This is an optimization exercise on Yosys and OpenROAD, whose aim is small area, a short achievable clock period and few clock cycles, not a production implementation.
RTL that was checked went through simulation tests only; none was proved equivalent to the original.
No functional check of the RTL was part of run 2.
No activity file was given, so power comes from the tool's default toggle rates.

==> flow/design.v <==
module mips16(clk,rst,imem_addr,imem_rdata,dmem_addr,dmem_wdata,dmem_we,dmem_rdata,dbg_raddr,dbg_rdata);
input clk,rst;
output [15:0] imem_addr;
input [15:0] imem_rdata;
output [15:0] dmem_addr,dmem_wdata;
output dmem_we;
input [15:0] dmem_rdata;
input [2:0] dbg_raddr;
output [15:0] dbg_rdata;
wire [3:0] fop = imem_rdata[15:12];
wire [2:0] frd = imem_rdata[11:9];
wire [2:0] frs = imem_rdata[8:6];
wire [2:0] frt = imem_rdata[5:3];
wire f_st = (fop == 4'd11);
wire [2:0] frb = f_st ? frd : frt;
reg [111:0] regs;
wire [127:0] rv = {regs,16'h0000};
wire [15:0] ra = rv[frs*16 +: 16];
wire [15:0] rb = rv[frb*16 +: 16];
assign dbg_rdata = rv[dbg_raddr*16 +: 16];
reg e_we, e_st, e_bz;             
reg e_ld, e_useimm, e_sum, e_sub, e_and, e_or, e_xor, e_sh, e_left;
reg [2:0] e_rd;
reg [5:0] e_imm;
reg [15:0] e_a, e_b;
reg [15:0] e_pc1;                 
wire [15:0] e_res;
wire fwd_a = e_we && (e_rd == frs);
wire fwd_b = e_we && (e_rd == frb);
always @(posedge clk) begin
  e_ld    <= (fop == 4'd10);
  e_useimm <= (fop >= 4'd9) && (fop <= 4'd12);
  e_sum   <= (fop == 4'd1) || (fop == 4'd2) || (fop == 4'd9);
  e_sub   <= (fop == 4'd2);
  e_and   <= (fop == 4'd3);
  e_or    <= (fop == 4'd4);
  e_xor   <= (fop == 4'd5);
  e_sh    <= (fop == 4'd6) || (fop == 4'd7) || (fop == 4'd8);
  e_left  <= (fop == 4'd6);
  e_rd    <= frd;
  e_imm   <= imem_rdata[5:0];
  e_a     <= fwd_a ? e_res : ra;
  e_b     <= fwd_b ? e_res : rb;
end
always @(posedge clk or posedge rst) begin
  if (rst) begin
    e_we <= 1'b0;
    e_st <= 1'b0;
    e_bz <= 1'b0;
    e_pc1 <= 16'h0000;
  end else begin
    e_we <= (fop >= 4'd1) && (fop <= 4'd10) && (frd != 3'd0);
    e_st <= f_st;
    e_bz <= (fop == 4'd12);
    e_pc1 <= imem_addr + 16'd1;
  end
end
wire [15:0] imm = {{10{e_imm[5]}},e_imm};
wire [15:0] x = e_bz ? e_pc1 : e_a;
wire [15:0] y = e_useimm ? imm : (e_b ^ {16{e_sub}});
wire [15:0] sum = x + y + {15'd0,e_sub};
wire [3:0] s = e_b[3:0];
wire [3:0] r = e_left ? (4'd0 - s) : s;
wire [15:0] r1 = r[0] ? {e_a[0],e_a[15:1]} : e_a;
wire [15:0] r2 = r[1] ? {r1[1:0],r1[15:2]} : r1;
wire [15:0] r3 = r[2] ? {r2[3:0],r2[15:4]} : r2;
wire [15:0] r4 = r[3] ? {r3[7:0],r3[15:8]} : r3;
wire [15:0] mask;
genvar g;
generate for (g = 0; g < 16; g = g + 1) begin : m
  assign mask[g] = e_left ? (s <= g) : (s <= 15 - g);
end endgenerate
wire [15:0] shres = (|e_b[15:4]) ? 16'h0000 : (r4 & mask);
assign e_res = ({16{e_sum}} & sum)
             | ({16{e_and}} & (e_a & e_b))
             | ({16{e_or}}  & (e_a | e_b))
             | ({16{e_xor}} & (e_a ^ e_b))
             | ({16{e_sh}}  & shres)
             | ({16{e_ld}}  & dmem_rdata);
integer k;
always @(posedge clk) begin
  for (k = 1; k < 8; k = k + 1)
    if (rst || (e_we && e_rd == k))
      regs[(k-1)*16 +: 16] <= rst ? 16'h0000 : e_res;
end
assign dmem_addr = sum;
assign dmem_wdata = e_b;
assign dmem_we = e_st;
wire taken = e_bz && (e_a == 16'h0000);
assign imem_addr = taken ? sum : e_pc1;
endmodule
==> flow/flow/run.sh <==
#!/bin/bash
set -euo pipefail
export SETUP_SLACK_MARGIN=5.5
export BUFFER_PORTS_ARGS="-buffer_cell sky130_fd_sc_hd__buf_2"
bash standard.sh > standard.log 2>&1
==> flow/standard.sh <==
#!/bin/bash
# synth_recipe.tcl (not shown) runs the flow's synth.tcl, then flattens the netlist and writes it again
# the make line also repeats each setting of config.mk as NAME=value (left out here)
make -C /OpenROAD-flow-scripts/flow DESIGN_CONFIG=/design/flow/config.mk WORK_HOME=/design/flow/orfs CLKGATE_MAP_FILE= SYNTH_SCRIPT=/design/flow/synth_recipe.tcl "${@:-finish}"
==> flow/config.mk <==
export PLATFORM = sky130hd
export DESIGN_NAME = mips16
export DESIGN_NICKNAME = mips16
export VERILOG_FILES = /design/flow/design.v
export SDC_FILE = /design/flow/constraint.sdc
export NUM_CORES = 4
export LEC_CHECK = 0
export CAP_MARGIN = 20
export CORE_MARGIN = 2
export CORE_UTILIZATION = 45
export SLEW_MARGIN = 20
==> flow/constraint.sdc <==
create_clock -name core_clock -period 11.0 [get_ports {clk}]
set_input_delay 2.2000 -clock core_clock [delete_from_list [all_inputs] [get_ports {clk}]]
set_output_delay 2.2000 -clock core_clock [all_outputs]
set_load 0.01 [all_outputs]
==> flow_metrics.env, run 1 <==
export IMPL_cp_start_kind="flip-flop"
export IMPL_wl_met3_mm=3.371
export IMPL_final_hold_violation_count=0
export IMPL_finalSetupTns_ns=0
export IMPL_fp_dieH_um=169.5
export IMPL_setup_viol=0
export IMPL_top_layer="met4"
export IMPL_synth_fa_ha_area_share_pct=5.403
export IMPL_synth_area_leaders="edfxtp_1 27%, dfxtp_1 8.1%, mux4_2 8.0%"
export IMPL_hold_class="flip-flop to flip-flop"
export IMPL_critical_path_class="flip-flop to output pin"
export IMPL_num_antenna_cells=0
export IMPL_combPwrFrac_pct=40.1
export IMPL_crit_buf_inv=3
export IMPL_hold_buffers=0
export IMPL_crit_path_end_kind="output pin"
export IMPL_synth_compound_area_share_pct=17.96
export IMPL_drive_gt1_share_pct=28.46
export IMPL_p_per_area_nw_per_um2=172.0
export IMPL_ys_warn_count=1
export IMPL_crit_family="adder cells"
export IMPL_cts_sinks=181
export IMPL_clock_tree_root_cell="clkbuf_16"
export IMPL_dp_cells=1597
export IMPL_cts_buffers=17
export IMPL_synth_seq_cells=181
export IMPL_ys_seq_area_share_pct=39.28
export IMPL_peakVddDrop_v=0.0001050
export IMPL_grt_antenna_before_repair=0
export IMPL_grt_pass1_wl_mm=63.31
export IMPL_cts_tree="done"
export IMPL_io_buffers=101
export IMPL_first_pass_iters=5
export IMPL_core_area_um2=26950
export IMPL_cp_required_ns=8.80
export IMPL_synth_xor_xnor_area_share_pct=3.199
export IMPL_crit_fanout=3
export IMPL_overflow=0
export IMPL_fp_dieW_um=169.5
export IMPL_drt_met1_wl_mm=17.08
export IMPL_tightest_slew_ns=1.096
export IMPL_post_route_period_util_pct=51.19
export IMPL_seq_power_share_pct=35.8
export IMPL_syn_to_final_growth_pct=20.36
export IMPL_maxCapViolations=0
export IMPL_synth_enable_flop_cells=112
export IMPL_wl_mm=42.15
export IMPL_power_switching_uw=950.0
export IMPL_power_total_mw=2.551
export IMPL_grt_pass1_vias=10373
export IMPL_cp_data_arrival_time_ns=3.43
export IMPL_yosysTopAreaCellShare_pct=27.30
export IMPL_n_fill_cell=2346
export IMPL_status="no timing/DRC/antenna violations"
export IMPL_synthCells=1235
export IMPL_htreeDepth=4
export IMPL_crit_slowest_cell="fa_2"
export IMPL_syn_cell_area_um2=12320
export IMPL_clkPwrFrac_pct=24.1
export IMPL_dr_wl_met2_mm=20.23
export IMPL_routed_via_density=6.388
export IMPL_muxShareOfSynthArea_pct=16.83
export IMPL_yosysUniqueCellTypes=76
export IMPL_cp_slowest_stage_delay_ns=0.40
export IMPL_stdcell_count=1694
export IMPL_grt_max_degree=51
export IMPL_synth_top_family_by_area="compound AO/OA/AOI/OAI gates"
export IMPL_avgSynthCellArea_um2=9.976
export IMPL_drc=0
export IMPL_yosysTopAreaCell="edfxtp_1"
export IMPL_drt_iter0_markers=1034
export IMPL_clk_latency_ns=0.44
export IMPL_internal_power_mw=1.601
export IMPL_synth_async_reset_ratio_pct=10.50
export IMPL_track_usage_pct=29.29
export IMPL_crit_path_frequent_cell="fa_2"
export IMPL_slew_headroom_pct=26.95
export IMPL_grt_setup_unrepaired="yes"
export IMPL_clock_skew_ns=0.01254
export IMPL_synth_simple_area_share_pct=12.52
export IMPL_ant_nets=0
export IMPL_row_count=60
export IMPL_fin_crit_ns=5.631
export IMPL_wl_per_cell_um=24.88
export IMPL_synth_flop_cell="edfxtp_1"
export IMPL_fin_nets=1429
export IMPL_switching_share_pct=37.24
export IMPL_io_pins=102
export IMPL_fmax_mhz=177.6
export IMPL_gp_congestion=0.9290
export IMPL_p_leak_nw=6.024
export IMPL_dp_final_hpwl_mm=27.45
export IMPL_initial_core_util_pct=45.71
export IMPL_path_cells="buf_12, xnor2_1, nor2_1, a21oi_2, fa_2, fa_2, and2b_2, o2111ai_4, and3_4, o311ai_4, xor2_2, mux2i_2, inv_1, buf_2"
export IMPL_clk_path_buf_depth=2
export IMPL_num_vias=10822
export IMPL_die_area_um2=28720
export IMPL_finalMaxSlewViolations=0
export IMPL_clk_pin_slew_worst_paths_ns=0.07
## state kept, by name, indices dropped and copies added, names as in the netlist
name and count:
e_left 1, e_or 1, e_b 16, e_sum 1
e_imm 6, e_st 1, e_xor 1, e_sh 1
e_we 1, e_a 16, e_pc1 16, e_useimm 1
regs 112, e_bz 1, e_and 1, e_rd 3
e_ld 1, e_sub 1
## routing by layer
layer	up-vias	global-route usage, %
li1	4836	-
met4	0	11.15
met1	5363	38.35
met3	93	4.851
met2	530	48.86
met5	-	0
## cells in the final DEF (no fill, tap or decap), drive strengths merged, types with 21 or more instances in the layout
master  count
xor2       21
xnor2      24
o21ai     106
and2       26
dfxtp      50
inv        61
a211oi     31
mux2i      63
ha         50
edfxtp    112
a22oi      23
mux4       44
nand3      21
nand2     152
nor2       65
buf       175
mux2       39
a21oi      56
## worst reg2reg max path, delay by kind of cell (launching register included)
family | cells | cell delay [ns]
AOI/OAI and AO/OA | 1 | 0.84
adders and majority gates | 1 | 0.38
buffers and inverters | 3 | 0.86
DFF | 1 | 0.33
muxes | 5 | 1.57
and+or+nand+nor | 1 | 0.31
## path summary, 6_finish.rpt
check	start	to	slack, ns	cells past startpoint
max	e_b[0]	imem_addr[14]	5.37	14
max in group asynchronous	rst	e_bz	8.65	3
min reg2reg	e_pc1[6]	e_pc1[6]	0.61	3
min	e_pc1[6]	e_pc1[6]	0.61	3
max reg2reg	e_b[0]	regs[22]	6.38	11
min in group asynchronous	rst	e_pc1[1]	2.06	3
## area by class of cell
| type | instances | area (um2) | share of cell area [%] |
|---|---|---|---|
| clock buffers | 20 | 436.7 | 2.945 |
| flip-flops and latches | 181 | 4866 | 32.81 |
| inverters | 58 | 217.7 | 1.468 |
| multi-input cells | 905 | 7366 | 49.67 |
| well taps | 341 | 426.7 | 2.877 |
| clock inverters | 12 | 128.9 | 0.8691 |
| repair buffers | 177 | 1388 | 9.357 |
## power by group through the flow
stage / Combinational (mW) / Sequential (mW) / Clock (mW)
after detailed placement: 0.807 / 0.925 / 0
after global routing: 1.09 / 0.920 / 0.647
after floorplan: 0.560 / 0.877 / 0
after CTS: 0.915 / 0.909 / 0.615
final: 1.02 / 0.914 / 0.614
after global placement: 0.801 / 0.923 / 0
## stage by stage
step,worst slack [ns],util (%),hold slack (ns),cell area [um2]
after global routing,5.244,55.02,0.6560,14830
after detailed placement,4.344,48.33,0.5980,13030
after CTS,5.409,53.31,0.6282,14370
after floorplan,5.527,-,0.5950,12370
final,5.369,55.02,0.6087,14830
after global placement,4.399,48.33,0.6006,13030
## cells by family (layout without fill, tap and decap cells)
family | Yosys count | count (layout)
mux | 146 | 146
fa+ha+maj | 52 | 52
xor+xnor | 45 | 45
simple gates | 334 | 334
flops | 181 | 181
buf+inv | 149 | 267
compound gates | 328 | 328
## synthesized netlist by cell type (5+ instances only)
master and n:
nand4_1 9, ha_1 50, a41o_1 6, nor4_1 9, nor3_1 8, xor2_1 21
nor2b_1 12, mux4_2 44, mux2_2 39, a221oi_1 7, o211ai_1 18, dfrtp_1 19
buf_1 9, inv_1 57, a31oi_1 5, nand2_1 152, dfxtp_1 50, a221o_1 20
a211oi_1 30, nand3_1 21, a21o_1 7, a22oi_1 23, nand2b_1 5, a21oi_1 55
o21ai_0 104, nor2_1 65, and2_1 10, and2_0 16, buf_2 5, o2111ai_1 6
clkbuf_1 73, xnor2_1 24, edfxtp_1 112, mux2i_1 62, a311oi_1 17, and3_1 6
## repair_timing
| action | CTS | global route |
|---|---|---|
| setup buffers | 33 | 27 |
| hold endpoints to repair | 0 | 0 |
| resized for setup | 105 | 47 |
| pin swaps | 23 | 18 |
| setup endpoints to repair | 42 | 33 |
| cloned | 4 | 0 |
Testbench counts, summed over its fixed seeds: cycles 26,648.
==> run 2: changes to the inputs <==
--- a/flow/design.v
+++ b/flow/design.v
@@ -20,5 +20,5 @@
 assign dbg_rdata = rv[dbg_raddr*16 +: 16];
 reg e_we, e_st, e_bz;             
-reg e_ld, e_useimm, e_sum, e_sub, e_and, e_or, e_xor, e_sh, e_left;
+reg e_ld, e_useimm, e_sum, e_sub, e_selg, e_selp, e_sh, e_left;
 reg [2:0] e_rd;
 reg [5:0] e_imm;
@@ -33,7 +33,6 @@
   e_sum   <= (fop == 4'd1) || (fop == 4'd2) || (fop == 4'd9);
   e_sub   <= (fop == 4'd2);
-  e_and   <= (fop == 4'd3);
-  e_or    <= (fop == 4'd4);
-  e_xor   <= (fop == 4'd5);
+  e_selg  <= (fop == 4'd3) || (fop == 4'd4);    
+  e_selp  <= (fop == 4'd4) || (fop == 4'd5);    
   e_sh    <= (fop == 4'd6) || (fop == 4'd7) || (fop == 4'd8);
   e_left  <= (fop == 4'd6);
@@ -59,21 +58,73 @@
 wire [15:0] x = e_bz ? e_pc1 : e_a;
 wire [15:0] y = e_useimm ? imm : (e_b ^ {16{e_sub}});
+wire [15:0] p = x ^ y;
+wire [15:0] gg = x & y;
+wire [15:0] g0 = {gg[15:1], gg[0] | (p[0] & e_sub)};
+wire [15:0] G1, P1, G2, P2, G3, P3, G4, P4;
+genvar g;
+generate for (g = 0; g < 16; g = g + 1) begin : pfx
+  if (g & 1) begin : l1
+    assign G1[g] = g0[g] | (p[g] & g0[g-1]);
+    assign P1[g] = p[g] & p[g-1];
+  end else begin : l1n
+    assign G1[g] = g0[g];
+    assign P1[g] = p[g];
+  end
+  if (g & 2) begin : l2
+    assign G2[g] = G1[g] | (P1[g] & G1[(g & ~3) + 1]);
+    assign P2[g] = P1[g] & P1[(g & ~3) + 1];
+  end else begin : l2n
+    assign G2[g] = G1[g];
+    assign P2[g] = P1[g];
+  end
+  if (g & 4) begin : l3
+    assign G3[g] = G2[g] | (P2[g] & G2[(g & ~7) + 3]);
+    assign P3[g] = P2[g] & P2[(g & ~7) + 3];
+  end else begin : l3n
+    assign G3[g] = G2[g];
+    assign P3[g] = P2[g];
+  end
+  if (g & 8) begin : l4
+    assign G4[g] = G3[g] | (P3[g] & G3[7]);
+  end else begin : l4n
+    assign G4[g] = G3[g];
+  end
+end endgenerate
+wire [15:0] carry = {G4[14:0], e_sub};
 wire [15:0] sum = x + y + {15'd0,e_sub};
 wire [3:0] s = e_b[3:0];
 wire [3:0] r = e_left ? (4'd0 - s) : s;
-wire [15:0] r1 = r[0] ? {e_a[0],e_a[15:1]} : e_a;
-wire [15:0] r2 = r[1] ? {r1[1:0],r1[15:2]} : r1;
-wire [15:0] r3 = r[2] ? {r2[3:0],r2[15:4]} : r2;
-wire [15:0] r4 = r[3] ? {r3[7:0],r3[15:8]} : r3;
+wire [31:0] a2 = {e_a, e_a};
+reg [15:0] q1, q2;
+integer i;
+always @(*) begin
+  for (i = 0; i < 16; i = i + 1) begin
+    case (r[1:0])
+      2'd0: q1[i] = a2[i];
+      2'd1: q1[i] = a2[i+1];
+      2'd2: q1[i] = a2[i+2];
+      default: q1[i] = a2[i+3];
+    endcase
+  end
+end
+wire [31:0] q1d = {q1, q1};
+always @(*) begin
+  for (i = 0; i < 16; i = i + 1) begin
+    case (r[3:2])
+      2'd0: q2[i] = q1d[i];
+      2'd1: q2[i] = q1d[i+4];
+      2'd2: q2[i] = q1d[i+8];
+      default: q2[i] = q1d[i+12];
+    endcase
+  end
+end
 wire [15:0] mask;
-genvar g;
 generate for (g = 0; g < 16; g = g + 1) begin : m
   assign mask[g] = e_left ? (s <= g) : (s <= 15 - g);
 end endgenerate
-wire [15:0] shres = (|e_b[15:4]) ? 16'h0000 : (r4 & mask);
+wire [15:0] shres = (|e_b[15:4]) ? 16'h0000 : (q2 & mask);
 assign e_res = ({16{e_sum}} & sum)
-             | ({16{e_and}} & (e_a & e_b))
-             | ({16{e_or}}  & (e_a | e_b))
-             | ({16{e_xor}} & (e_a ^ e_b))
+             | ({16{e_selg}} & gg)
+             | ({16{e_selp}} & p)
              | ({16{e_sh}}  & shres)
              | ({16{e_ld}}  & dmem_rdata);
==> flow_metrics.env, run 2 <==
export IMPL_grt_antenna_before_repair=0
export IMPL_die_area_um2=27160
export IMPL_wl_mm=39.61
export IMPL_cts_buffers=17
export IMPL_clock_tree_root_cell="clkbuf_16"
export IMPL_pre_cts_slack_ns=4.464
export IMPL_synth_area_leaders="edfxtp_1 29%, dfxtp_1 8.4%, mux4_2 6.6%"
export IMPL_ant_nets=0
export IMPL_top_register="regs"
export IMPL_crit_path_frequent_cell="mux2_4"
export IMPL_final_hold_violation_count=0
export IMPL_avgSynthCellArea_um2=10.10
export IMPL_finalMaxSlewViolations=0
export IMPL_place_area_um2=12340
export IMPL_finalSetupTns_ns=0
export IMPL_fp_dieH_um=164.8
export IMPL_synth_enable_flop_cells=112
export IMPL_path_cells="buf_12, mux2_4, ha_4, o21a_1, o31a_1, o2111ai_4, a311o_1, a21oi_2, nor2_2, xnor2_2, mux2_4, buf_6"
export IMPL_overflow=0
export IMPL_internal_power_mw=1.562
export IMPL_cp_start_kind="flip-flop"
export IMPL_power_switching_uw=980.1
export IMPL_io_pins=102
export IMPL_fmax_mhz=178.6
export IMPL_crit_buf_inv=2
export IMPL_synthCells=1152
export IMPL_grt_setup_unrepaired="yes"
export IMPL_reg2reg_from="e_bz"
export IMPL_final_common_cell="nand2_1"
export IMPL_synth_async_reset_ratio_pct=10.56
export IMPL_seq_power_share_pct=36.5
export IMPL_clkPwrFrac_pct=25.3
export IMPL_syn_cell_area_um2=11640
export IMPL_crit_path_end_kind="output pin"
export IMPL_tightest_slew_ns=1.097
export IMPL_crit_fanout=6
export IMPL_track_usage_pct=29.03
export IMPL_io_buffers=101
export IMPL_synth_flop_cell="edfxtp_1"
export IMPL_ys_seq_area_share_pct=41.41
export IMPL_ys_warn_count=1
export IMPL_dp_final_hpwl_mm=25.29
export IMPL_num_antenna_cells=0
export IMPL_fp_dieW_um=164.8
export IMPL_gp_congestion=0.9254
export IMPL_crit_start="e_bz"
export IMPL_fin_crit_ns=5.599
export IMPL_design_area_um2=14000
export IMPL_wl_per_cell_um=24.96
export IMPL_syn_to_final_growth_pct=20.34
export IMPL_synth_commonest_cells="136 x nand2_1, 112 x edfxtp_1, 92 x o21ai_0"
export IMPL_crit_family="compound AO/OA/AOI/OAI gates"
export IMPL_fin_nets=1304
export IMPL_cts_tree="done"
export IMPL_p_per_area_nw_per_um2=181.6
export IMPL_hold_path_startpoint="e_pc1[6]"
export IMPL_p_leak_nw=5.524
export IMPL_hold_class="flip-flop to flip-flop"
export IMPL_combPwrFrac_pct=38.2
export IMPL_slew_headroom_pct=26.87
export IMPL_yosysUniqueCellTypes=69
export IMPL_grt_max_degree=51
export IMPL_switching_share_pct=38.55
export IMPL_grt_pass1_vias=9652
export IMPL_grt_pass1_wl_mm=58.47
export IMPL_maxCapViolations=0
export IMPL_synth_most_common_cell="nand2_1"
export IMPL_cp_data_arrival_time_ns=3.40
export IMPL_largest_register_ffs=112
export IMPL_routed_via_density=6.454
export IMPL_initial_core_util_pct=46.08
export IMPL_n_fill_cell=2197
export IMPL_clk_pin_slew_worst_paths_ns=0.08
export IMPL_drc=0
export IMPL_whs_ns=0.6489
export IMPL_clock_skew_ns=0.01780
export IMPL_cp_required_ns=8.80
export IMPL_peakVddDrop_v=0.0001065
export IMPL_seq_area_um2=4840
export IMPL_multi_input_area_um2=6754
export IMPL_drive_gt1_share_pct=29.83
export IMPL_yosysTopAreaCellShare_pct=28.90
export IMPL_drt_iter0_markers=1165
export IMPL_layout_common_cells="128 x nand2_1, 112 x edfxtp_1, 94 x buf_2"
export IMPL_post_route_period_util_pct=50.90
export IMPL_cp_slowest_stage_delay_ns=0.52
export IMPL_row_count=58
export IMPL_yosysTopAreaCell="edfxtp_1"
export IMPL_crit_slowest_cell="dfrtp_4"
export IMPL_first_pass_iters=7
export IMPL_clk_latency_ns=0.45
export IMPL_num_vias=10243
export IMPL_core_area_um2=25250
export IMPL_setup_viol=0
export IMPL_status="no timing/DRC/antenna violations"
export IMPL_cts_sinks=180
export IMPL_clk_path_buf_depth=2
export IMPL_synth_seq_cells=180
export IMPL_critical_path_class="flip-flop to output pin"
export IMPL_htreeDepth=4
export IMPL_final_setup_worst_slack_ns=5.401
-- run 2: metrics by stage --
step                power, mW  utilization, %  cells
floorplan               1.461               -   1152
global placement        1.743           48.86   1503
detailed placement      1.752           48.86   1503
CTS                     2.473           53.99   1566
global route            2.649           55.45   1587
finish                  2.543           55.45   1587
-- run 2: cells by family after synthesis --
group,count (synthesis),share of synthesized area (%)
flops,180,41.41
compound gates,333,20.13
mux,138,16.13
simple gates,307,11.96
buf+inv,126,4.322
xor+xnor,45,3.451
fa+ha+maj,23,2.602
-- run 2: worst register-to-register path: stages (launching register included) --
cell	delay, ns
dfrtp_4	0.52
mux2_4	0.23
inv_2	0.04
fa_2	0.36
fa_2	0.37
nand2b_4	0.17
a21oi_4	0.16
o21ai_2	0.09
a211oi_2	0.24
mux2i_1	0.21
nand3_1	0.12
buf_4	0.16
buf_6	0.11
buf_4	0.12
a21oi_1	0.43
nor2_1	0.24
-- run 2: path summary, 6_finish.rpt --
path / slack [ns] / to / depth (start not counted)
min in group asynchronous: 2.07 / e_we / 2
max reg2reg: 7.16 / regs[94] / 15
min: 0.65 / e_pc1[6] / 2
max in group asynchronous: 8.46 / e_bz / 2
min reg2reg: 0.65 / e_pc1[6] / 2
max: 5.40 / imem_addr[15] / 12
-- run 2: power by group through the flow --
stage	clock network (mW)	registers, mW	logic, mW
after detailed placement	0	0.940	0.812
after floorplan	0	0.887	0.575
after global routing	0.673	0.934	1.04
after global placement	0	0.939	0.804
after CTS	0.647	0.920	0.905
final	0.644	0.927	0.971
-- run 2: cell type report --
cell class	count	area share (%)
Multi-Input combinational cell	847	48.23
Sequential cell	180	34.56
Timing Repair Buffer	167	9.086
Clock buffer	17	3.038
Tap cell	330	2.948
Clock inverter	15	1.313
Inverter	31	0.8309
-- run 2: routing by layer --
layer	part of all wire (%)	GRT usage [%]
met5	0	0
met1	40	37.60
met3	7.9	4.571
met4	4.4	13.08
met2	48	48.06
-- run 2: repair_timing --
item,4_1_cts,5_1_grt
setup buffers,26,19
resized for setup,102,41
hold buffers,0,0
setup endpoints to repair,40,32
pin swaps,13,21
cloned,5,2
==> run 3: changes to the inputs <==
--- a/flow/design.v
+++ b/flow/design.v
@@ -92,5 +92,5 @@
 end endgenerate
 wire [15:0] carry = {G4[14:0], e_sub};
-wire [15:0] sum = x + y + {15'd0,e_sub};
+wire [15:0] sum = p ^ carry;
 wire [3:0] s = e_b[3:0];
 wire [3:0] r = e_left ? (4'd0 - s) : s;
--- a/flow/config.mk
+++ b/flow/config.mk
@@ -9,3 +9,5 @@
 export CORE_MARGIN = 2
 export CORE_UTILIZATION = 45
+export CTS_CLUSTER_DIAMETER = 100
+export CTS_CLUSTER_SIZE = 40
 export SLEW_MARGIN = 20
==> flow_metrics.env, run 3 <==
export IMPL_crit_path_frequent_cell="fa_2"
export IMPL_crit_buf_inv=2
export IMPL_syn_cell_area_um2=11840
export IMPL_io_buffers=101
export IMPL_final_common_cell="nand2_1"
export IMPL_clkPwrFrac_pct=25.6
export IMPL_clk_latency_ns=0.45
export IMPL_gr_usage_met3_pct=5.696
export IMPL_cp_depth=13
export IMPL_holdPathStages=2
export IMPL_drc=0
export IMPL_peakVddDrop_v=0.0001473
export IMPL_crit_path_end_kind="output pin"
export IMPL_largest_register_ffs=112
export IMPL_clk_path_buf_depth=2
export IMPL_path_cells="xnor2_2, o21ai_2, inv_1, fa_2, fa_2, nand2b_4, a21o_1, a2111oi_4, a211oi_2, a21oi_2, xor2_2, mux2_4, buf_6"
export IMPL_dp_final_hpwl_mm=25.06
export IMPL_reg2reg_from="e_b[0]"
export IMPL_synth_enable_flop_cells=112
export IMPL_cp_slowest_stage_delay_ns=0.43
export IMPL_critical_path_class="flip-flop to output pin"
export IMPL_n_fill_cell=2244
export IMPL_row_count=59
export IMPL_num_antenna_cells=0
export IMPL_crit_slowest_cell="a2111oi_4"
export IMPL_overflow=0
export IMPL_finalSetupTns_ns=0
export IMPL_first_pass_iters=8
export IMPL_grt_setup_unrepaired="yes"
export IMPL_cts_buffers=17
export IMPL_die_area_um2=27620
export IMPL_fp_dieH_um=166.2
export IMPL_synth_area_leaders="edfxtp_1 28%, mux4_2 8.7%, dfxtp_1 8.3%"
export IMPL_synth_seq_cells=180
export IMPL_drive_gt1_share_pct=30.10
export IMPL_clk_pin_slew_worst_paths_ns=0.08
export IMPL_power_total_mw=2.507
export IMPL_num_vias=10109
export IMPL_post_route_period_util_pct=51.40
export IMPL_core_area_um2=25910
export IMPL_fmax_mhz=176.9
export IMPL_clock_skew_ns=0.01951
export IMPL_final_hold_violation_count=0
export IMPL_cts_sinks=180
export IMPL_reg2reg_depth=17
export IMPL_whs_ns=0.6605
export IMPL_grt_pass1_wl_mm=58.49
export IMPL_setup_viol=0
export IMPL_track_usage_pct=27.69
export IMPL_slew_headroom_pct=27.32
export IMPL_grt_met1_usage_pct=36.83
export IMPL_synthCells=1156
export IMPL_combPwrFrac_pct=37.1
export IMPL_crit_fanout=3
export IMPL_use_met2_pct=43.93
export IMPL_ys_warn_count=1
export IMPL_layout_common_cells="138 x nand2_1, 112 x edfxtp_1, 95 x buf_2"
export IMPL_cp_required_ns=8.80
export IMPL_p_leak_nw=5.492
export IMPL_syn_to_final_growth_pct=18.36
export IMPL_status="no timing/DRC/antenna violations"
export IMPL_seq_power_share_pct=37.3
export IMPL_fin_crit_ns=5.654
export IMPL_clock_tree_root_cell="clkbuf_16"
export IMPL_synth_commonest_cells="146 x nand2_1, 112 x edfxtp_1, 88 x o21ai_0"
export IMPL_top_register="regs"
export IMPL_wl_mm=38.82
export IMPL_p_per_area_nw_per_um2=178.9
export IMPL_fin_util_pct=54.08
export IMPL_synth_most_common_cell="nand2_1"
export IMPL_finalMaxSlewViolations=0
export IMPL_maxCapViolations=0
export IMPL_ys_seq_area_share_pct=40.71
export IMPL_initial_core_util_pct=45.70
export IMPL_io_pins=102
export IMPL_cp_start_kind="flip-flop"
export IMPL_top_usage_layer="met2"
export IMPL_internal_power_mw=1.545
export IMPL_switching_share_pct=38.38
export IMPL_synth_async_reset_ratio_pct=10.56
export IMPL_fin_nets=1306
export IMPL_crit_start="e_b[0]"
export IMPL_tightest_slew_ns=1.090
export IMPL_htreeDepth=4
export IMPL_yosysTopAreaCellShare_pct=28.41
export IMPL_wl_per_cell_um=24.40
export IMPL_drt_iter0_markers=1134
export IMPL_avgSynthCellArea_um2=10.24
export IMPL_fp_dieW_um=166.2
export IMPL_grt_antenna_before_repair=0
export IMPL_cts_tree="done"
export IMPL_crit_family="compound AO/OA/AOI/OAI gates"
export IMPL_routed_via_density=6.354
export IMPL_synth_flop_cell="edfxtp_1"
export IMPL_hold_class="flip-flop to flip-flop"
export IMPL_hold_path_startpoint="e_pc1[0]"
export IMPL_gp_congestion=0.9426
export IMPL_grt_pass1_vias=9626
export IMPL_yosysTopAreaCell="edfxtp_1"
export IMPL_grt_max_degree=51
export IMPL_ant_nets=0
export IMPL_yosysUniqueCellTypes=78
export IMPL_power_switching_uw=962.3
export IMPL_cp_data_arrival_time_ns=3.45
[run 3: changes by cell type after synthesis, sizes merged, moves of 6 or more]
cell    previous run  this run
mux4              34        46
buf               24        33
mux2i             48        34
a22oi             17        32
clkbuf            71        57
a222oi            27        14
mux2              56        49
a21oi             59        65
nand2            136       148
inv               31        37
[run 3: final timing paths]
kind	to	slack, ns
worst max-delay path	imem_addr[15]	5.35
worst min-delay path	e_pc1[0]	0.66
worst max register to register	regs[89]	6.44
worst min register to register	e_pc1[0]	0.66
max in group asynchronous	e_bz	8.64
min in group asynchronous	e_pc1[1]	2.02
[run 3: area by class of cell]
type | instances | area [um2] | area share [%]
multi-input cells | 848 | 6815 | 48.63
repair buffers | 158 | 1184 | 8.446
well taps | 335 | 419.2 | 2.991
flip-flops and latches | 180 | 4840 | 34.54
clock buffers | 17 | 425.4 | 3.036
inverters | 38 | 142.6 | 1.018
clock inverters | 15 | 187.7 | 1.339
[run 3: timing repair]
action,CTS,global route
hold buffers,0,0
pin swaps,12,15
gates cloned,5,0
setup buffers,30,10
setup endpoints to repair,44,33
resized for setup,86,38
[run 3: power by group through the flow]
stage | clock [mW] | sequential, mW | combinational, mW
after floorplan | 0 | 0.895 | 0.567
after global placement | 0 | 0.947 | 0.784
after detailed placement | 0 | 0.949 | 0.790
after CTS | 0.644 | 0.928 | 0.869
after global routing | 0.670 | 0.943 | 0.999
final | 0.642 | 0.934 | 0.931
[run 3: worst reg2reg max path, cell delays in order, from the launching register on]
cell	delay [ns]
dfxtp_4	0.37
xnor2_2	0.13
o21ai_2	0.12
inv_1	0.07
fa_2	0.35
fa_2	0.37
nand2b_4	0.17
a21oi_4	0.14
o21a_1	0.17
o21ai_2	0.07
nor2b_4	0.14
fa_2	0.39
buf_4	0.15
a21oi_1	0.11
a21oi_1	0.09
a221oi_1	0.58
o21ai_0	0.48
and2_1	0.38
[run 3: routing by layer]
metal  vias to the layer above  routed length, um
met4                         0               1606
li1                       4531                  -
met3                        96               3215
met1                      4981              16070
met2                       501              17930
met5                         -                  0
[run 3: stage by stage]
step | instance area, um2 | cells | setup WS (ns)
2_1_floorplan | 11890 | 1156 | 5.493
3_3_place_gp | 12470 | 1514 | 4.589
3_5_place_dp | 12470 | 1514 | 4.519
4_1_cts | 13760 | 1581 | 5.274
5_1_grt | 14010 | 1591 | 5.211
6_report | 14010 | 1591 | 5.346
[run 3: kinds of logic after synthesis]
| kind of cell | count (synthesis) | share of synthesized area (%) |
|---|---|---|
| AOI/OAI and AO/OA | 325 | 18.81 |
| and+or+nand+nor | 325 | 12.80 |
| DFF | 180 | 40.71 |
| muxes | 129 | 16.63 |
| buffers and inverters | 128 | 4.650 |
| xor gates and xnor gates | 43 | 3.339 |
| adders and majority gates | 26 | 3.065 |
Testbench counts of run 3, summed over its fixed seeds: cycles 26,648.
==> run 4: changes to the inputs <==
==> flow/flow/run.sh (replaced) <==
#!/bin/bash
set -euo pipefail
export SETUP_SLACK_MARGIN=5.8
export BUFFER_PORTS_ARGS="-buffer_cell sky130_fd_sc_hd__buf_2"
bash standard.sh > standard.log 2>&1
--- a/flow/config.mk
+++ b/flow/config.mk
@@ -9,5 +9,3 @@
 export CORE_MARGIN = 2
 export CORE_UTILIZATION = 45
-export CTS_CLUSTER_DIAMETER = 100
-export CTS_CLUSTER_SIZE = 40
 export SLEW_MARGIN = 20
==> flow_metrics.env, run 4 <==
export IMPL_status="no timing/DRC/antenna violations"
export IMPL_cts_sinks=180
export IMPL_whs_ns=0.6539
export IMPL_io_pins=102
export IMPL_clk_path_buf_depth=2
export IMPL_path_cells="xnor2_2, o21ai_2, inv_1, fa_2, fa_2, nand2b_4, a21o_1, a2111oi_4, a211oi_2, a21oi_1, xor2_1, mux2_4, buf_6"
export IMPL_wl_mm=39.54
export IMPL_critical_path_class="flip-flop to output pin"
export IMPL_routed_via_density=6.331
export IMPL_clock_skew_ns=0.02303
export IMPL_num_antenna_cells=0
export IMPL_grt_max_degree=51
export IMPL_fin_crit_ns=5.723
export IMPL_cts_buffers=17
export IMPL_drt_iter0_markers=1088
export IMPL_hold_buffers=0
export IMPL_clk_latency_ns=0.45
export IMPL_initial_core_util_pct=45.70
export IMPL_yosysUniqueCellTypes=78
export IMPL_core_area_um2=25910
export IMPL_peakVddDrop_v=0.0001119
export IMPL_clock_tree_root_cell="clkbuf_16"
export IMPL_wl_per_cell_um=24.68
export IMPL_p_per_area_nw_per_um2=181.7
export IMPL_syn_to_final_growth_pct=21.17
export IMPL_gp_congestion=0.9861
export IMPL_crit_path_end_kind="output pin"
export IMPL_cp_slowest_stage_delay_ns=0.38
export IMPL_synth_flop_cell="edfxtp_1"
export IMPL_finalMaxSlewViolations=0
export IMPL_cts_tree="done"
export IMPL_crit_slowest_cell="a2111oi_4"
export IMPL_htreeDepth=4
export IMPL_fin_nets=1317
export IMPL_ant_nets=0
export IMPL_largest_register_ffs=112
export IMPL_cp_data_arrival_time_ns=3.52
export IMPL_synth_async_reset_ratio_pct=10.56
export IMPL_synth_commonest_cells="146 x nand2_1, 112 x edfxtp_1, 88 x o21ai_0"
export IMPL_cp_start_kind="flip-flop"
export IMPL_synth_most_common_cell="nand2_1"
export IMPL_post_route_period_util_pct=52.02
export IMPL_avgSynthCellArea_um2=10.24
export IMPL_slew_headroom_pct=27.80
export IMPL_layout_common_cells="143 x nand2_1, 112 x edfxtp_1, 88 x buf_2"
export IMPL_finalSetupTns_ns=0
export IMPL_yosysTopAreaCellShare_pct=28.41
export IMPL_fp_dieW_um=166.2
export IMPL_row_count=59
export IMPL_synth_seq_cells=180
export IMPL_first_pass_iters=9
export IMPL_cp_required_ns=8.80
export IMPL_fp_dieH_um=166.2
export IMPL_drive_gt1_share_pct=32.04
export IMPL_overflow=0
export IMPL_top_register="regs"
export IMPL_drc=0
export IMPL_syn_cell_area_um2=11840
export IMPL_synth_area_leaders="edfxtp_1 28%, mux4_2 8.7%, dfxtp_1 8.3%"
export IMPL_multi_input_area_um2=6972
export IMPL_n_fill_cell=2206
export IMPL_grt_setup_unrepaired="yes"
export IMPL_maxCapViolations=0
export IMPL_yosysTopAreaCell="edfxtp_1"
export IMPL_final_hold_violation_count=0
export IMPL_tightest_slew_ns=1.078
export IMPL_dp_final_hpwl_mm=25.43
export IMPL_track_usage_pct=28.33
export IMPL_final_common_cell="nand2_1"
export IMPL_hold_class="flip-flop to flip-flop"
export IMPL_p_leak_nw=5.627
export IMPL_grt_antenna_before_repair=0
export IMPL_synth_enable_flop_cells=112
export IMPL_fin_util_pct=55.37
export IMPL_die_area_um2=27620
export IMPL_ys_seq_area_share_pct=40.71
export IMPL_grt_pass1_vias=9984
export IMPL_setup_viol=0
export IMPL_crit_fanout=3
export IMPL_ys_warn_count=1
export IMPL_grt_pass1_wl_mm=59.79
export IMPL_fmax_mhz=174.7
export IMPL_seq_area_um2=4841
export IMPL_num_vias=10143
export IMPL_synthCells=1156
export IMPL_crit_path_frequent_cell="fa_2"
export IMPL_io_buffers=101
export IMPL_clk_pin_slew_worst_paths_ns=0.08
run 4: layout make-up:
class                      instances  area share, %
clock inverter                    15          1.465
clock buffer                      17          2.965
sequential                       180          33.74
timing repair buffer             169          9.314
inverter                          38         0.9942
tap                              335          2.922
multi-input combinational        848          48.60
run 4: what timing repair did:
action | in CTS | in global routing
endpoints found under the setup margin | 44 | 42
pin swaps | 31 | 14
setup buffers | 35 | 14
gates resized for setup | 107 | 29
gates cloned | 6 | 0
endpoints found under the hold margin | 0 | 0
run 4: layer usage:
metal | global-route usage, % | vias up | wire length (um)
li1 | - | 4569 | -
met1 | 37.74 | 4927 | 16100
met2 | 46.27 | 553 | 18610
met3 | 4.028 | 94 | 3229
met4 | 12.44 | 0 | 1601
met5 | 0 | - | 0
run 4: critical path: cells and delay by family (launching register included):
family          cells  cell delay [ns]
mux                 1             0.23
simple gates        1             0.17
compound gates      5             1.02
flops               1             0.37
xor+xnor            2             0.45
buf+inv             2             0.16
fa+ha+maj           2             0.70
run 4: where the power goes:
| part | switching [mW] | total, mW | internal [mW] |
|---|---|---|---|
| Combinational | 0.549 | 1.01 | 0.465 |
| Clock | 0.339 | 0.658 | 0.319 |
| Sequential | 0.112 | 0.935 | 0.823 |
| Total | 1.00 | 2.61 | 1.61 |
run 4: path summary, 6_finish.rpt:
path	from	end	slack [ns]	depth (start not counted)
min in group asynchronous	rst	e_pc1[1]	2.07	3
setup reg to reg	e_b[0]	regs[35]	6.80	14
setup / recovery	e_b[0]	imem_addr[15]	5.28	13
max in group asynchronous	rst	e_bz	8.59	3
hold reg to reg	e_pc1[0]	e_pc1[0]	0.65	2
hold / removal	e_pc1[0]	e_pc1[0]	0.65	2
run 4: kinds of logic after synthesis:
group,after synthesis,synth area share [%]
AO/OA/AOI/OAI,325,18.81
XOR/XNOR,43,3.339
adder cells (fa/ha/maj),26,3.065
buffers and inverters,128,4.650
flip-flops,180,40.71
multiplexers,129,16.63
AND/OR/NAND/NOR,325,12.80
run 4: per-stage QoR:
step	power [mW]	std cells	instance area [um2]	setup slack, ns
finish	2.607	1602	14350	5.277
global route	2.718	1602	14350	5.218
detailed placement	1.756	1515	12580	4.655
CTS	2.529	1588	14080	5.322
floorplan	1.479	1156	12030	5.703
global placement	1.743	1514	12550	4.650
==> run 5: changes to the inputs <==
==> flow/flow/run.sh (replaced) <==
#!/bin/bash
set -euo pipefail
export SETUP_SLACK_MARGIN=5.5
export BUFFER_PORTS_ARGS="-buffer_cell sky130_fd_sc_hd__buf_2"
export RECOVER_POWER=100
bash standard.sh > standard.log 2>&1
==> flow_metrics.env, run 5 <==
export IMPL_cts_sinks=180
export IMPL_yosysTopAreaCellShare_pct=28.41
export IMPL_clkPwrFrac_pct=26.2
export IMPL_cp_slowest_stage_delay_ns=1.80
export IMPL_clock_skew_ns=0.02033
export IMPL_syn_to_final_growth_pct=15.64
export IMPL_cp_start_kind="input pin"
export IMPL_initial_core_util_pct=45.70
export IMPL_peakVddDrop_v=0.0001475
export IMPL_setup_viol=0
export IMPL_yosysTopAreaCell="edfxtp_1"
export IMPL_clock_tree_root_cell="clkbuf_16"
export IMPL_routed_via_density=6.343
export IMPL_ys_warn_count=1
export IMPL_violations="max-capacitance violations, max-slew violations"
export IMPL_synth_area_leaders="edfxtp_1 28%, mux4_2 8.7%, dfxtp_1 8.3%"
export IMPL_num_antenna_cells=0
export IMPL_p_per_area_nw_per_um2=178.9
export IMPL_clk_pin_slew_worst_paths_ns=0.08
export IMPL_htreeDepth=4
export IMPL_drc=0
export IMPL_row_count=59
export IMPL_ys_seq_area_share_pct=40.71
export IMPL_internal_power_mw=1.505
export IMPL_fin_nets=1306
export IMPL_finalSetupTns_ns=0
export IMPL_grt_setup_unrepaired="yes"
export IMPL_final_common_cell="nand2_1"
export IMPL_synthCells=1156
export IMPL_wl_per_cell_um=24.51
export IMPL_fmax_mhz=141.6
export IMPL_stdcell_count=1591
export IMPL_fin_crit_ns=7.063
export IMPL_grt_pass1_wl_mm=58.49
export IMPL_synth_enable_flop_cells=112
export IMPL_crit_fanout=50
export IMPL_crit_slowest_cell="clkbuf_1"
export IMPL_critical_path_class="input pin to flip-flop"
export IMPL_io_pins=102
export IMPL_switching_share_pct=38.58
export IMPL_cts_buffers=17
export IMPL_ant_nets=0
export IMPL_status="finished with violations"
export IMPL_avgSynthCellArea_um2=10.24
export IMPL_synth_seq_cells=180
export IMPL_maxCapViolations=3
export IMPL_final_hold_violation_count=0
export IMPL_holdPathStages=2
export IMPL_wl_mm=39.00
export IMPL_cp_required_ns=11.33
export IMPL_fp_dieW_um=166.2
export IMPL_path_cells="clkbuf_1, nand2b_1, or2_0, mux2i_4, clkbuf_1, and2_0, nand2_1, o21ai_0, a21oi_1, o21ai_0"
export IMPL_layout_common_cells="139 x nand2_1, 112 x edfxtp_1, 85 x o21ai_0"
export IMPL_dp_final_hpwl_mm=25.06
export IMPL_grt_max_degree=51
export IMPL_finalMaxSlewViolations=96
export IMPL_synth_flop_cell="edfxtp_1"
export IMPL_yosysUniqueCellTypes=78
export IMPL_io_buffers=101
export IMPL_hold_class="flip-flop to flip-flop"
export IMPL_hold_buffers=0
export IMPL_core_area_um2=25910
export IMPL_dp_cells=1514
export IMPL_n_fill_cell=2308
export IMPL_track_usage_pct=27.69
export IMPL_first_pass_iters=9
export IMPL_gp_congestion=0.9426
export IMPL_clk_path_buf_depth=2
export IMPL_seq_power_share_pct=38.1
export IMPL_grt_pass1_vias=9626
export IMPL_power_switching_uw=945.3
export IMPL_tightest_slew_ns=2.530
export IMPL_overflow=0
export IMPL_synth_commonest_cells="146 x nand2_1, 112 x edfxtp_1, 88 x o21ai_0"
export IMPL_crit_path_end_kind="flip-flop"
export IMPL_slew_headroom_pct=-68.65
export IMPL_reg2reg_depth=16
export IMPL_cp_data_arrival_time_ns=7.39
export IMPL_syn_cell_area_um2=11840
export IMPL_top_register="regs"
export IMPL_synth_async_reset_ratio_pct=10.56
export IMPL_post_route_period_util_pct=64.21
export IMPL_clk_latency_ns=0.45
export IMPL_largest_register_ffs=112
export IMPL_fp_dieH_um=166.2
export IMPL_die_area_um2=27620
export IMPL_cts_tree="done"
export IMPL_drive_gt1_share_pct=23.17
export IMPL_drt_iter0_markers=1207
export IMPL_grt_antenna_before_repair=0
export IMPL_num_vias=10091
export IMPL_synth_most_common_cell="nand2_1"
export IMPL_combPwrFrac_pct=35.7
export IMPL_p_leak_nw=5.231
==> run 5: cell types whose count changed in the layout (fill, tap and decap cells not counted), sizes merged <==
cell      delta
clkinv       -1
clkinvlp     +1
buf         -69
clkbuf      +58
==> run 5: per-layer routing <==
metal | GRT usage [%] | wire length [um]
met4 | 12.21 | 1308
met5 | 0 | 0
met3 | 5.696 | 3507
met1 | 36.83 | 15730
met2 | 43.93 | 18450
==> run 5: worst paths after layout <==
kind / from / endpoint / slack (ns)
setup / recovery: imem_rdata[14] / e_b[5] / 3.94
hold / removal: e_pc1[0] / e_pc1[0] / 0.66
setup reg to reg: e_b[2] / regs[89] / 5.68
hold reg to reg: e_pc1[0] / e_pc1[0] / 0.66
max in group asynchronous: rst / e_bz / 7.06
min in group asynchronous: rst / e_pc1[1] / 2.74
==> run 5: cells by family (layout without fill, tap and decap cells) <==
group | count (synthesis) | in the layout | synth area share, %
xor+xnor | 43 | 43 | 3.339
mux | 129 | 129 | 16.63
buf+inv | 128 | 228 | 4.650
simple gates | 325 | 325 | 12.80
flops | 180 | 180 | 40.71
fa+ha+maj | 26 | 26 | 3.065
compound gates | 325 | 325 | 18.81
==> run 5: final cells by class <==
type | count | area [um2] | area share [%]
tap | 335 | 419.2 | 3.061
timing repair buffer | 158 | 1044 | 7.621
multi-input combinational | 848 | 6638 | 48.48
inverter | 38 | 142.6 | 1.042
clock buffer | 17 | 425.4 | 3.107
sequential | 180 | 4836 | 35.32
clock inverter | 15 | 187.7 | 1.371
==> run 5: through the flow <==
stage / area, um2 / power (mW) / setup WS [ns] / hold slack [ns] / util, %
6_report: 13690 / 2.450 / 3.937 / 0.6621 / 52.84
5_1_grt: 13690 / 2.555 / 3.641 / 0.6879 / 52.84
4_1_cts: 13760 / 2.441 / 5.274 / 0.6485 / 53.12
3_5_place_dp: 12470 / 1.739 / 4.519 / 0.6374 / 48.13
3_3_place_gp: 12470 / 1.731 / 4.589 / 0.6231 / 48.13
2_1_floorplan: 11890 / 1.463 / 5.493 / 0.5738 / -
==> run 5: critical path: cells and delay by family <==
family	cells	cell delay, ns
AOI/OAI and AO/OA	3	0.59
and+or+nand+nor	4	2.16
muxes	1	0.32
buffers and inverters	2	2.06
==> run 5: what timing repair did <==
| action | in CTS | in global routing |
|---|---|---|
| gates resized for setup | 86 | 38 |
| setup endpoints to repair | 44 | 33 |
| cloned | 5 | 0 |
| pin swaps | 12 | 15 |
| setup buffers | 30 | 10 |
==> run 5: power groups by stage <==
stage	sequential, mW	combinational (mW)	clock (mW)
after floorplan	0.895	0.567	0
after global placement	0.947	0.784	0
after detailed placement	0.949	0.790	0
after CTS	0.928	0.869	0.644
after global routing	0.943	0.943	0.670
final	0.933	0.874	0.643
==> run 6: changes to the inputs <==
==> flow/flow/run.sh (replaced) <==
#!/bin/bash
set -euo pipefail
export SETUP_SLACK_MARGIN=5.2
export BUFFER_PORTS_ARGS="-buffer_cell sky130_fd_sc_hd__buf_2"
bash standard.sh > standard.log 2>&1
==> flow_metrics.env, run 6 <==
export IMPL_grt_setup_unrepaired="yes"
export IMPL_cp_data_arrival_time_ns=3.66
export IMPL_finalMaxSlewViolations=0
export IMPL_cts_buffers=17
export IMPL_wl_mm=38.59
export IMPL_combPwrFrac_pct=35.6
export IMPL_internal_power_mw=1.512
export IMPL_wl_per_cell_um=24.52
export IMPL_largest_register_ffs=112
export IMPL_tightest_slew_ns=1.053
export IMPL_fmax_mhz=170.7
export IMPL_yosysUniqueCellTypes=78
export IMPL_p_per_area_nw_per_um2=181.0
export IMPL_avgSynthCellArea_um2=10.24
export IMPL_die_area_um2=27620
export IMPL_clk_path_buf_depth=2
export IMPL_clock_tree_root_cell="clkbuf_16"
export IMPL_pre_cts_slack_ns=4.682
export IMPL_yosysTopAreaCellShare_pct=28.41
export IMPL_layout_common_cells="146 x nand2_1, 112 x edfxtp_1, 99 x buf_2"
export IMPL_synth_area_leaders="edfxtp_1 28%, mux4_2 8.7%, dfxtp_1 8.3%"
export IMPL_stdcell_count=1574
export IMPL_multi_input_area_um2=6645
export IMPL_synthCells=1156
export IMPL_synth_xor_xnor_area_share_pct=3.339
export IMPL_drt_iter0_markers=1287
export IMPL_whs_ns=0.6658
export IMPL_cts_sinks=180
export IMPL_crit_family="buffers and inverters"
export IMPL_muxShareOfSynthArea_pct=16.63
export IMPL_io_pins=102
export IMPL_routed_via_density=6.322
export IMPL_power_total_mw=2.459
export IMPL_path_cells="buf_2, buf_12, nor2b_4, buf_2, a22oi_1, o21ai_2, buf_2"
export IMPL_place_area_um2=12460
export IMPL_peakVddDrop_v=0.0001114
export IMPL_synth_fa_ha_area_share_pct=3.065
export IMPL_synth_compound_area_share_pct=18.81
export IMPL_ant_nets=0
export IMPL_finalSetupTns_ns=0
export IMPL_io_buffers=101
export IMPL_synth_most_common_cell="nand2_1"
export IMPL_grt_max_degree=51
export IMPL_final_setup_worst_slack_ns=5.140
export IMPL_first_pass_iters=9
export IMPL_switching_share_pct=38.50
export IMPL_hold_class="flip-flop to flip-flop"
export IMPL_cp_slowest_stage_delay_ns=0.31
export IMPL_drive_gt1_share_pct=26.55
export IMPL_syn_cell_area_um2=11840
export IMPL_status="no timing/DRC/antenna violations"
export IMPL_num_vias=9951
export IMPL_final_hold_violation_count=0
export IMPL_cp_start_kind="input pin"
export IMPL_ys_seq_area_share_pct=40.71
export IMPL_setup_viol=0
export IMPL_synth_commonest_cells="146 x nand2_1, 112 x edfxtp_1, 88 x o21ai_0"
export IMPL_clkPwrFrac_pct=26.3
export IMPL_crit_slowest_cell="buf_2"
export IMPL_core_area_um2=25910
export IMPL_yosysTopAreaCell="edfxtp_1"
export IMPL_overflow=0
export IMPL_gp_congestion=0.9782
export IMPL_n_fill_cell=2289
export IMPL_slew_headroom_pct=29.50
export IMPL_grt_antenna_before_repair=0
export IMPL_fp_dieW_um=166.2
export IMPL_critical_path_class="input pin to output pin"
export IMPL_clk_latency_ns=0.45
export IMPL_seq_power_share_pct=38.2
export IMPL_crit_path_frequent_cell="buf_2"
export IMPL_maxCapViolations=0
export IMPL_synth_seq_cells=180
export IMPL_final_common_cell="nand2_1"
export IMPL_synth_async_reset_ratio_pct=10.56
export IMPL_clock_skew_ns=0.01813
export IMPL_track_usage_pct=27.23
export IMPL_synth_simple_area_share_pct=12.80
export IMPL_htreeDepth=4
export IMPL_crit_fanout=17
export IMPL_cp_required_ns=8.80
export IMPL_synth_enable_flop_cells=112
export IMPL_row_count=59
export IMPL_p_leak_nw=5.341
export IMPL_crit_path_end_kind="output pin"
export IMPL_seq_area_um2=4837
export IMPL_dp_final_hpwl_mm=25.30
export IMPL_grt_pass1_vias=9444
export IMPL_cts_tree="done"
export IMPL_initial_core_util_pct=45.70
export IMPL_num_antenna_cells=0
export IMPL_dp_cells=1515
export IMPL_ys_warn_count=1
export IMPL_fin_nets=1289
export IMPL_crit_buf_inv=4
export IMPL_clk_pin_slew_worst_paths_ns=0.08
export IMPL_grt_pass1_wl_mm=57.72
export IMPL_drc=0
export IMPL_post_route_period_util_pct=53.27
export IMPL_synth_top_family_by_area="compound AO/OA/AOI/OAI gates"
export IMPL_syn_to_final_growth_pct=14.73
export IMPL_top_register="regs"
export IMPL_power_switching_uw=946.6
export IMPL_fin_crit_ns=5.860
export IMPL_synth_flop_cell="edfxtp_1"
export IMPL_fin_util_pct=52.43
export IMPL_design_area_um2=13580
export IMPL_fp_dieH_um=166.2
## run 6: cell counts after synthesis
No cell type changed its count.
## run 6: layer usage
layer | GRT usage, % | routed length [um] | vias to the layer above
met3 | 5.100 | 3519 | 78
met2 | 42.61 | 17820 | 534
li1 | - | - | 4493
met5 | 0 | 0 | -
met1 | 36.98 | 15850 | 4846
met4 | 12.14 | 1404 | 0
## run 6: path summary, 6_finish.rpt
path / cells past startpoint / from / slack [ns] / end
max in group asynchronous: 3 / rst / 8.64 / e_bz
min in group asynchronous: 3 / rst / 2.04 / e_bz
setup / recovery: 7 / dbg_raddr[1] / 5.14 / dbg_rdata[0]
setup reg to reg: 18 / e_b[0] / 6.43 / regs[57]
hold / removal: 2 / e_pc1[0] / 0.67 / e_pc1[0]
hold reg to reg: 2 / e_pc1[0] / 0.67 / e_pc1[0]
## run 6: final cells by class
cell class                 count  area share (%)
multi-input combinational    848           48.92
clock buffer                  17           3.132
inverter                      38           1.050
clock inverter                15           1.428
tap                          335           3.086
timing repair buffer         141           6.779
sequential                   180           35.61
## run 6: what timing repair did
item	in CTS	in global routing
resized for setup	35	28
hold buffers	0	0
hold endpoints to repair	0	0
pin swaps	7	17
gates cloned	2	1
endpoints found under the setup margin	40	19
buffers inserted	11	12
## run 6: tightest hold or removal path, stage by stage (launching register included)
cell and delay (ns):
dfrtp_1 0.40, nor2_1 0.06, a21o_1 0.16
## run 6: power groups by stage
| stage | sequential (mW) | clock [mW] | combinational [mW] |
|---|---|---|---|
| floorplan | 0.895 | 0 | 0.564 |
| global placement | 0.945 | 0 | 0.786 |
| detailed placement | 0.947 | 0 | 0.792 |
| CTS | 0.933 | 0.650 | 0.834 |
| global route | 0.947 | 0.677 | 0.943 |
| finish | 0.938 | 0.646 | 0.875 |
## run 6: cell families (layout without fill, tap and decap cells)
group                      Yosys count  after routing
AOI/OAI and AO/OA                  325            325
muxes                              129            129
buffers and inverters              128            211
xor gates and xnor gates            43             43
DFF                                180            180
adders and majority gates           26             26
and+or+nand+nor                    325            325
==> run 7: changes to the inputs <==
==> flow/flow/run.sh (replaced) <==
#!/bin/bash
set -euo pipefail
export SETUP_SLACK_MARGIN=5.5
export BUFFER_PORTS_ARGS="-buffer_cell sky130_fd_sc_hd__buf_2"
export REMOVE_ABC_BUFFERS=1
bash standard.sh > standard.log 2>&1
==> flow_metrics.env, run 7 <==
export IMPL_dp_cells=1516
export IMPL_first_pass_iters=8
export IMPL_clkPwrFrac_pct=25.5
export IMPL_cp_slowest_stage_delay_ns=0.43
export IMPL_grt_setup_unrepaired="yes"
export IMPL_wl_mm=39.50
export IMPL_synth_seq_cells=180
export IMPL_synth_enable_flop_cells=112
export IMPL_seq_power_share_pct=36.8
export IMPL_holdPathStages=3
export IMPL_cts_sinks=180
export IMPL_clk_pin_slew_worst_paths_ns=0.08
export IMPL_cts_buffers=17
export IMPL_crit_family="compound AO/OA/AOI/OAI gates"
export IMPL_fmax_mhz=173.4
export IMPL_power_total_mw=2.525
export IMPL_grt_antenna_before_repair=0
export IMPL_cp_data_arrival_time_ns=3.57
export IMPL_hold_class="flip-flop to flip-flop"
export IMPL_io_buffers=101
export IMPL_fin_crit_ns=5.767
export IMPL_htreeDepth=4
export IMPL_core_area_um2=25910
export IMPL_p_per_area_nw_per_um2=179.4
export IMPL_tightest_slew_ns=1.088
export IMPL_crit_slowest_cell="a2111oi_4"
export IMPL_synth_commonest_cells="146 x nand2_1, 112 x edfxtp_1, 88 x o21ai_0"
export IMPL_finalMaxSlewViolations=0
export IMPL_peakVddDrop_v=0.0001068
export IMPL_drc=0
export IMPL_top_register="regs"
export IMPL_fp_dieH_um=166.2
export IMPL_num_antenna_cells=0
export IMPL_power_switching_uw=949.4
export IMPL_crit_path_frequent_cell="fa_2"
export IMPL_hold_end="e_pc1[4]"
export IMPL_stdcell_count=1599
export IMPL_clock_skew_ns=0.02421
export IMPL_ys_warn_count=1
export IMPL_slew_headroom_pct=27.17
export IMPL_ys_seq_area_share_pct=40.71
export IMPL_reg2reg_depth=16
export IMPL_row_count=59
export IMPL_crit_buf_inv=3
export IMPL_syn_cell_area_um2=11840
export IMPL_synth_flop_cell="edfxtp_1"
export IMPL_fin_nets=1314
export IMPL_path_cells="buf_12, xnor2_4, o21ai_2, inv_2, fa_2, fa_2, nand2b_4, a21o_1, a2111oi_4, a211oi_2, a21oi_1, xor2_1, mux2_4, buf_6"
export IMPL_synth_most_common_cell="nand2_1"
export IMPL_grt_max_degree=51
export IMPL_clock_tree_root_cell="clkbuf_16"
export IMPL_initial_core_util_pct=45.70
export IMPL_synth_async_reset_ratio_pct=10.56
export IMPL_crit_fanout=3
export IMPL_yosysTopAreaCell="edfxtp_1"
export IMPL_reg2reg_from="e_b[0]"
export IMPL_combPwrFrac_pct=37.8
export IMPL_cp_required_ns=8.80
export IMPL_ant_nets=0
export IMPL_final_common_cell="nand2_1"
export IMPL_crit_path_end_kind="output pin"
export IMPL_io_pins=102
export IMPL_crit_start="e_b[0]"
export IMPL_finalSetupTns_ns=0
export IMPL_grt_pass1_vias=9545
export IMPL_yosysUniqueCellTypes=78
export IMPL_clk_latency_ns=0.45
export IMPL_grt_pass1_wl_mm=59.00
export IMPL_r2r_slack_ns=6.88
export IMPL_syn_to_final_growth_pct=18.84
export IMPL_largest_register_ffs=112
export IMPL_cp_start_kind="flip-flop"
export IMPL_track_usage_pct=28.01
export IMPL_drt_iter0_markers=1238
export IMPL_critical_path_class="flip-flop to output pin"
export IMPL_overflow=0
export IMPL_synth_area_leaders="edfxtp_1 28%, mux4_2 8.7%, dfxtp_1 8.3%"
export IMPL_gp_congestion=0.9385
export IMPL_internal_power_mw=1.575
export IMPL_whs_ns=0.6685
export IMPL_die_area_um2=27620
export IMPL_maxCapViolations=0
export IMPL_post_route_period_util_pct=52.42
export IMPL_p_leak_nw=5.556
export IMPL_hold_path_startpoint="e_pc1[4]"
export IMPL_wl_per_cell_um=24.70
export IMPL_drive_gt1_share_pct=30.14
export IMPL_synthCells=1156
export IMPL_avgSynthCellArea_um2=10.24
export IMPL_yosysTopAreaCellShare_pct=28.41
export IMPL_r2r_end="regs[31]"
export IMPL_hold_buffers=0
export IMPL_dp_final_hpwl_mm=25.48
export IMPL_setup_viol=0
export IMPL_num_vias=10140
export IMPL_final_hold_violation_count=0
export IMPL_clk_path_buf_depth=2
export IMPL_fp_dieW_um=166.2
export IMPL_switching_share_pct=37.61
export IMPL_cts_tree="done"
export IMPL_status="no timing/DRC/antenna violations"
export IMPL_layout_common_cells="140 x nand2_1, 112 x edfxtp_1, 94 x buf_2"
export IMPL_routed_via_density=6.341
-- run 7: how the worst max path moves through the flow --
stage                               end  slack, ns  depth (start not counted)
final                     imem_addr[15]       5.23                         14
after global routing      imem_addr[15]       5.07                         14
after CTS                 imem_addr[15]       5.10                         14
after detailed placement   dbg_rdata[7]       4.49                          7
after global placement     dbg_rdata[7]       4.52                          7
after floorplan            imem_addr[9]       4.98                         13
-- run 7: final cells by class --
class                   count  area, um2
clock buffers              18      429.2
inverters                  38      142.6
flip-flops and latches    180       4832
repair buffers            166       1296
well taps                 335      419.2
multi-input cells         848       6779
clock inverters            14      172.7
fillers                  2264      11840
-- run 7: logic make-up after synthesis --
group,after synthesis,synth area share (%)
DFF,180,40.71
muxes,129,16.63
and+or+nand+nor,325,12.80
xor gates and xnor gates,43,3.339
buffers and inverters,128,4.650
AOI/OAI and AO/OA,325,18.81
adders and majority gates,26,3.065
-- run 7: routing by layer --
metal	up-vias	part of all wire, %	global-route usage, %
li1	4542	-	-
met1	4976	40	37.52
met2	537	47	46.17
met3	85	8.6	4.218
met4	0	3.8	10.59
met5	-	0	0
-- run 7: stage by stage --
step / worst slack (ns) / util (%) / area (um2)
4_1_cts: 5.105 / 53.29 / 13810
5_1_grt: 5.067 / 54.30 / 14070
3_5_place_dp: 4.490 / 48.13 / 12470
2_1_floorplan: 4.984 / - / 11430
3_3_place_gp: 4.517 / 48.13 / 12470
6_report: 5.234 / 54.30 / 14070
-- run 7: power by group through the flow --
| stage | clock (mW) | combinational (mW) | sequential [mW] |
|---|---|---|---|
| 5_1_grt | 0.669 | 1.02 | 0.936 |
| 4_1_cts | 0.645 | 0.901 | 0.923 |
| 3_3_place_gp | 0 | 0.795 | 0.935 |
| 6_report | 0.643 | 0.953 | 0.929 |
| 3_5_place_dp | 0 | 0.801 | 0.938 |
| 2_1_floorplan | 0 | 0.529 | 0.906 |
-- run 7: worst min-delay path, cell delays in order, from the launching register on --
cell,delay [ns]
dfrtp_1,0.40
nand2_1,0.08
nand2_2,0.08
xnor2_1,0.07
-- run 7: repair_timing --
action                                  CTS  global route
gates cloned                              5             0
pin swaps                                25            19
endpoints found under the setup margin   44            40
gates resized for setup                 100            28
buffers inserted                         29            16
==> run 8: changes to the inputs <==
==> flow/flow/run.sh (replaced) <==
#!/bin/bash
set -euo pipefail
export SETUP_SLACK_MARGIN=5.5
export BUFFER_PORTS_ARGS="-buffer_cell sky130_fd_sc_hd__buf_2"
bash standard.sh > standard.log 2>&1
--- a/flow/config.mk
+++ b/flow/config.mk
@@ -9,3 +9,4 @@
 export CORE_MARGIN = 2
 export CORE_UTILIZATION = 45
+export PLACE_DENSITY = 0.75
 export SLEW_MARGIN = 20
==> flow_metrics.env, run 8 <==
export IMPL_yosysUniqueCellTypes=78
export IMPL_largest_register_ffs=112
export IMPL_synth_async_reset_ratio_pct=10.56
export IMPL_peakVddDrop_v=0.0001086
export IMPL_maxCapViolations=0
export IMPL_yosysTopAreaCellShare_pct=28.41
export IMPL_clk_path_buf_depth=2
export IMPL_finalMaxSlewViolations=0
export IMPL_setup_viol=0
export IMPL_fin_nets=1313
export IMPL_cp_start_kind="flip-flop"
export IMPL_syn_cell_area_um2=11840
export IMPL_status="no timing/DRC/antenna violations"
export IMPL_ys_seq_area_share_pct=40.71
export IMPL_ys_warn_count=1
export IMPL_first_pass_iters=9
export IMPL_layout_common_cells="143 x nand2_1, 112 x edfxtp_1, 95 x buf_2"
export IMPL_r2r_slack_ns=6.72
export IMPL_initial_core_util_pct=45.70
export IMPL_yosysTopAreaCell="edfxtp_1"
export IMPL_top_register="regs"
export IMPL_die_area_um2=27620
export IMPL_finalSetupTns_ns=0
export IMPL_drc=0
export IMPL_crit_fanout=3
export IMPL_clk_pin_slew_worst_paths_ns=0.08
export IMPL_reg2reg_depth=16
export IMPL_reg2reg_from="e_b[0]"
export IMPL_p_leak_nw=5.564
export IMPL_hold_class="flip-flop to flip-flop"
export IMPL_cp_required_ns=8.80
export IMPL_hold_end="e_pc1[12]"
export IMPL_clock_tree_root_cell="clkbuf_16"
export IMPL_dp_cells=1515
export IMPL_cts_buffers=17
export IMPL_crit_slowest_cell="fa_2"
export IMPL_synth_commonest_cells="146 x nand2_1, 112 x edfxtp_1, 88 x o21ai_0"
export IMPL_fmax_mhz=175.1
export IMPL_core_area_um2=25910
export IMPL_overflow=0
export IMPL_tightest_slew_ns=1.062
export IMPL_track_usage_pct=27.47
export IMPL_grt_pass1_wl_mm=58.61
export IMPL_stdcell_count=1598
export IMPL_p_per_area_nw_per_um2=181.4
export IMPL_grt_max_degree=51
export IMPL_final_setup_worst_slack_ns=5.289
export IMPL_synth_seq_cells=180
==> run 8: cell types whose count changed in the layout (fill, tap and decap cells not counted), moves of 4 or more <==
cell | previous run | this run
buf_4 | 50 | 46
nor2_1 | 77 | 73
o21ai_2 | 11 | 7
nor2_2 | 1 | 5
==> run 8: metrics by stage <==
stage	util, %	instance area [um2]
final	54.61	14150
after global routing	54.61	14150
after CTS	53.23	13790
after detailed placement	48.16	12480
after global placement	48.16	12480
after floorplan	-	11890
==> run 8: repair_timing <==
action / in CTS / in global routing
pin swaps: 15 / 18
setup buffers: 32 / 11
resized for setup: 78 / 54
cloned: 6 / 1
endpoints found under the setup margin: 44 / 36
hold buffers: 0 / 0
==> run 8: kinds of logic after synthesis <==
family                     synth area share [%]
AOI/OAI and AO/OA                         18.81
xor gates and xnor gates                  3.339
adders and majority gates                 3.065
buffers and inverters                     4.650
DFF                                       40.71
muxes                                     16.63
and+or+nand+nor                           12.80
==> run 8: final cells by class <==
type / instances / area, um2
Timing Repair Buffer: 165 / 1276
Clock inverter: 15 / 206.4
Multi-Input combinational cell: 848 / 6843
Clock buffer: 17 / 425.4
Fill cell: 2145 / 11760
Sequential cell: 180 / 4837
Tap cell: 335 / 419.2
Inverter: 38 / 142.6
==> run 8: report_power, final <==
part / switching [mW] / total (mW) / internal (mW)
clock network: 0.315 / 0.666 / 0.351
registers: 0.112 / 0.935 / 0.823
logic: 0.545 / 0.966 / 0.421
total: 0.972 / 2.57 / 1.59
==> run 8: worst max path at each step <==
stage               endpoint  slack [ns]         start
2_1_floorplan   imem_addr[9]        5.49         e_sub
3_3_place_gp   dbg_rdata[11]        4.62  dbg_raddr[1]
3_5_place_dp    dbg_rdata[4]        4.62  dbg_raddr[1]
4_1_cts        imem_addr[14]        5.21        e_b[0]
5_1_grt         imem_addr[9]        5.18        e_b[0]
6_report        imem_addr[9]        5.29        e_b[0]
==> run 8: critical path: cells and delay by family (launching register included) <==
kind                       cells  cell delay (ns)
adders and majority gates      3             1.12
xor gates and xnor gates       2             0.31
and+or+nand+nor                2             0.31
DFF                            1             0.37
buffers and inverters          2             0.22
AOI/OAI and AO/OA              5             0.71
==> run 8: per-layer routing <==
layer | global-route usage (%) | share of wire, % | vias up | wire (um)
met5 | 0 | 0 | - | 0
met4 | 12.63 | 4.4 | 0 | 1729
met3 | 7.579 | 12 | 124 | 4816
met2 | 42.76 | 47 | 797 | 18230
met1 | 35.80 | 37 | 5063 | 14430
li1 | - | - | 4545 | -

Setup slack of run 8, layout unchanged: 5.289 ns with ideal ports, 5.239 ns with driving cells assumed (clock clkbuf_16, inputs buf_2), 5.393 ns with port delays also shifted by the 0.493 ns mid clock arrival.
